Background: an optimization exercise with open tools, aiming at a short achievable clock period and few clock cycles. Do not read the settings as production practice.
Only simulation tests tie the RTL to the original design; equivalence was not proved.
No activity file was given, so power comes from the tool's default toggle rates.

## CPU
module CPU(
	input wire [8:0] in_Din,
	input wire in_clk,
	input wire in_re,
	input wire in_run,
	output wire [8:0] out_Addr,
	output wire [8:0] out_Dout,
	output wire out_W
);
==> flow/config.mk <==
export PLATFORM = sky130hd
export DESIGN_NAME = CPU
export DESIGN_NICKNAME = CPU
export VERILOG_FILES = /design/flow/design.v
export SDC_FILE = /design/flow/constraint.sdc
export NUM_CORES = 4
export LEC_CHECK = 0
export ABC_CLOCK_PERIOD_IN_PS = 1500
export CAP_MARGIN = 20
export CORE_MARGIN = 2
export CORE_UTILIZATION = 40
export PLACE_DENSITY = 0.6
export SETUP_SLACK_MARGIN = 4.0
export SLEW_MARGIN = 20
export SYNTH_HIERARCHICAL = 1
export TNS_END_PERCENT = 100
==> flow/constraint.sdc <==
create_clock -name core_clock -period 6.0 [get_ports {in_clk}]
set_input_delay 1.2000 -clock core_clock [delete_from_list [all_inputs] [get_ports {in_clk}]]
set_output_delay 1.2000 -clock core_clock [all_outputs]
set_load 0.01 [all_outputs]
run.sh (not shown) runs the stock make flow with config.mk's settings and CLKGATE_MAP_FILE= SYNTH_SCRIPT=/design/flow/synth_recipe.tcl, a recipe that flattens the netlist after the stock synthesis.
The baseline finished with timing, DRC and antenna clean.
Testbench counts at the start, summed over its fixed seeds: cycles 16,059.
Then changed:
--- a/flow/design.v
+++ b/flow/design.v
@@ -135,23 +135,23 @@
 	reg [8:0] DO;
 	reg [2:0] rx, iy;
 	reg       d_x7, d_mv, d_mvi, d_sub, d_as, d_ld, d_st, d_ldst, d_mvnz, d_halt;
 	reg       d_mviu, d_mvic;       
 	reg       d_wr, d_redu;         
 	reg [8:0] OX, OY;               
 	reg       FX;                   
 	reg       FYr, FYs, FYo;        
 	reg [8:0] EPC;                  
 	reg  [8:0] EPC1, EPC2;          
 	wire [8:0] AFT = d_mvic ? EPC2 : EPC1;    
-	reg        s_vy, s_vp, s_im, s_f1;        
+	reg        s_vy, s_im, s_f1;              
 	reg [8:0] IMM;
 	reg [2:0] LRX;                  
 	reg          CV [0:CN-1];
 	reg [8-CB:0] CT [0:CN-1];
 	reg [8:0]    CD [0:CN-1];
 	reg [8:0] FAO;
 	assign out_Addr = FAO;
 	assign out_Dout = DO;
 	assign out_W    = W;
 	wire [8:0] FA1 = FA + 9'd1;
 	wire [8:0] FA2 = FA + 9'd2;
@@ -254,47 +254,49 @@
 					ld_fwd = 1'b1;
 			end else if (pjr) begin
 				n_pjr = 1'b0; n_pj2 = 1'b1;
 			end else if (pj2) begin
 				n_pj2 = 1'b0;
 			end else if (e_halt) begin
 			end else if (e_ldst) begin
 				n_pld = d_ld; n_pst = d_st; n_w = d_st;
 				tk = 1'b1; tk_hold = 1'b1; n_irv = 1'b1;
 			end else if (e_j) begin
 				n_irv = 1'b0;
-				if (d_as || d_mviu) n_pjr = 1'b1;
+				if (!d_mvic) n_pjr = 1'b1;
 			end else if (e_mviu) begin
 				n_irv = 1'b0;
 			end else begin
 				tk = 1'b1; n_irv = !f_j;
 			end
 		end
 	end
 	wire       n_exr  = n_irv && !n_pld && !n_pst && !n_pjr && !n_pj2;
 	wire       n_mvic = tk ? (dop == 3'b001 && f_mvic) : d_mvic;
 	wire [6:0] n_rxo  = tk ? ((7'd1 << dx) & 7'h7f) : rxo;
 	wire       n_wrn7 = tk ? (dx != 3'd7 && (dop == 3'b000 || dop == 3'b001 || dop[2:1] == 2'b01)) : d_wrn7;
 	wire       n_nzn7 = tk ? (dx != 3'd7 && dop == 3'b110) : d_nzn7;
 	always @(posedge in_clk) begin
 		IRV <= n_irv; pld <= n_pld; pst <= n_pst; pjr <= n_pjr; pj2 <= n_pj2; W <= n_w;
 		exr <= n_exr;
 		fwr <= {7{n_exr && n_mvic}} & n_rxo;
 		hzr <= {7{n_exr && n_wrn7 && !n_mvic}} & n_rxo;
 		nzr <= {7{n_exr && n_nzn7}} & n_rxo;
 		if (pjr) JT <= RES + 9'd1;
 	end
 	wire [8:0] EA = pj2 ? JT : AFT;
 	wire [8:0] EB, EADDR;
-	counter_9bit u_eb (.sa(s_vy), .sb(s_vp), .sc(s_im), .sd(s_f1),
-	                   .a(vy), .b(vy + 9'd1), .c(IMMP1), .d(FA1), .y(EB));
+	wire [8:0] va;
+	mux_9to1 u_va (.s(FYo), .a(OY), .b(RES), .y(va));
+	counter_9bit u_eb (.sa(s_vy), .sb(1'b0), .sc(s_im), .sd(s_f1),
+	                   .a(va), .b(9'd0), .c(IMMP1), .d(FA1), .y(EB));
 	mux_9to1 u_ea (.s(exr), .a(EB), .b(EA), .y(EADDR));
 	wire       go   = !in_re && (in_run || pst);
 	wire [8:0] fa_d;
 	sel5h u_fa (.sa(!in_re && !(in_run || pst)), .sb(go && use_e),
 	            .sc(go && !use_e && f_jq), .sd(go && !use_e && !f_jq && f_mvic),
 	            .se(go && !use_e && !f_jq && !f_mvic),
 	            .a(FA), .b(EADDR), .c(QJ), .d(FA2), .e(FA1), .y(fa_d));
 	wire [8:0] fa_do;
 	sel5h u_fao (.sa(!in_re && !(in_run || pst)), .sb(go && use_e),
 	             .sc(go && !use_e && f_jq), .sd(go && !use_e && !f_jq && f_mvic),
 	             .se(go && !use_e && !f_jq && !f_mvic),
@@ -372,26 +374,24 @@
 			d_sub <= dop == 3'b011; d_as <= dop[2:1] == 2'b01;
 			d_ld <= dop == 3'b100; d_st <= dop == 3'b101; d_ldst <= dop[2:1] == 2'b10;
 			d_mvnz <= dop == 3'b110; d_halt <= dop == 3'b111;
 			d_mviu <= dop == 3'b001 && !f_mvic;
 			d_mvic <= dop == 3'b001 && f_mvic;
 			d_wr <= dop == 3'b000 || dop == 3'b001 || dop[2:1] == 2'b01;
 			d_redu <= dop == 3'b111 || dop[2:1] == 2'b10 || (dop == 3'b001 && !f_mvic) ||
 			          (dx == 3'd7 && (dop == 3'b000 || dop == 3'b001 || dop[2:1] == 2'b01));
 			OX <= OXn; OY <= OYn ^ {9{dop == 3'b011}};
 			EPC <= FA; EPC1 <= FA1; EPC2 <= FA2;
 			s_vy <= dop[2:1] == 2'b10;
-			s_vp <= dx == 3'd7 && (dop == 3'b000 || dop == 3'b110);
 			s_im <= dx == 3'd7 && dop == 3'b001 && f_mvic;
-			s_f1 <= !(dop[2:1] == 2'b10) && !(dx == 3'd7 && (dop == 3'b000 || dop == 3'b110)) &&
-			        !(dx == 3'd7 && dop == 3'b001 && f_mvic);
+			s_f1 <= !(dop[2:1] == 2'b10) && !(dx == 3'd7 && dop == 3'b001 && f_mvic);
 			IMM <= CD[l_idx]; IMMP1 <= CD[l_idx] + 9'd1;
 			rxo <= (7'd1 << dx) & 7'h7f;
 			d_wrn7 <= dx != 3'd7 && (dop == 3'b000 || dop == 3'b001 || dop[2:1] == 2'b01);
 			d_nzn7 <= dx != 3'd7 && dop == 3'b110;
 		end
 		if (tk && tk_hold) begin
 			FX <= 1'b0; FYr <= 1'b0; FYs <= 1'b0; FYo <= 1'b1;
 		end else if (tk) begin
 			FX <= e_wen && rx == dx;
 			FYr <= e_wen && rx == dy && dop != 3'b011;
 			FYs <= e_wen && rx == dy && dop == 3'b011;
Result:
- worst setup slack gets worse by 0.020 ns
- area after synthesis climbs by 0.57%
- design area barely changes
- total power is lower by 1.5%
- fmax is lower by 0.74%
- die area went up by 0.56%
- worst hold slack barely changes
- synthesized cell count went up by 0.76%
- via count is higher by 1.2%
- global-route usage shrinks by 0.24 points
Testbench counts after the change, summed over its fixed seeds: cycles 16,059.

==> re-timing with driven ports <==
The flow's constraints put no driver on any port. The routed layouts listed below were extracted and timed again, unchanged, in two steps.
Step 1: set_driving_cell puts a clkbuf_16 on in_clk and a buf_2 on each other input, an assumption about the parent block.
Step 2 also shifts input and output timing later by t, the mid clock arrival at the registers, as if the neighbouring blocks saw the same clock.
Three values: ideal ports, drivers, drivers and shift; two values: the first two.
| run | t (ns) | slack for setup (ns) | worst hold slack (ns) | clock arrival spread, ns |
|---|---|---|---|---|
| the first run | 0.680 | 3.308 / 3.236 / 2.556 | 0.339 / 0.339 / 0.339 | 0.053 / 0.052 |
| the second run | 0.701 | 3.288 / 3.288 / 2.597 | 0.342 / 0.342 / 0.342 | 0.072 / 0.072 |
After both steps setup and hold are still met in every run listed. The setup slack of the first run, which loses most, moves by -0.072 ns with the drivers and by -0.752 ns with both steps.
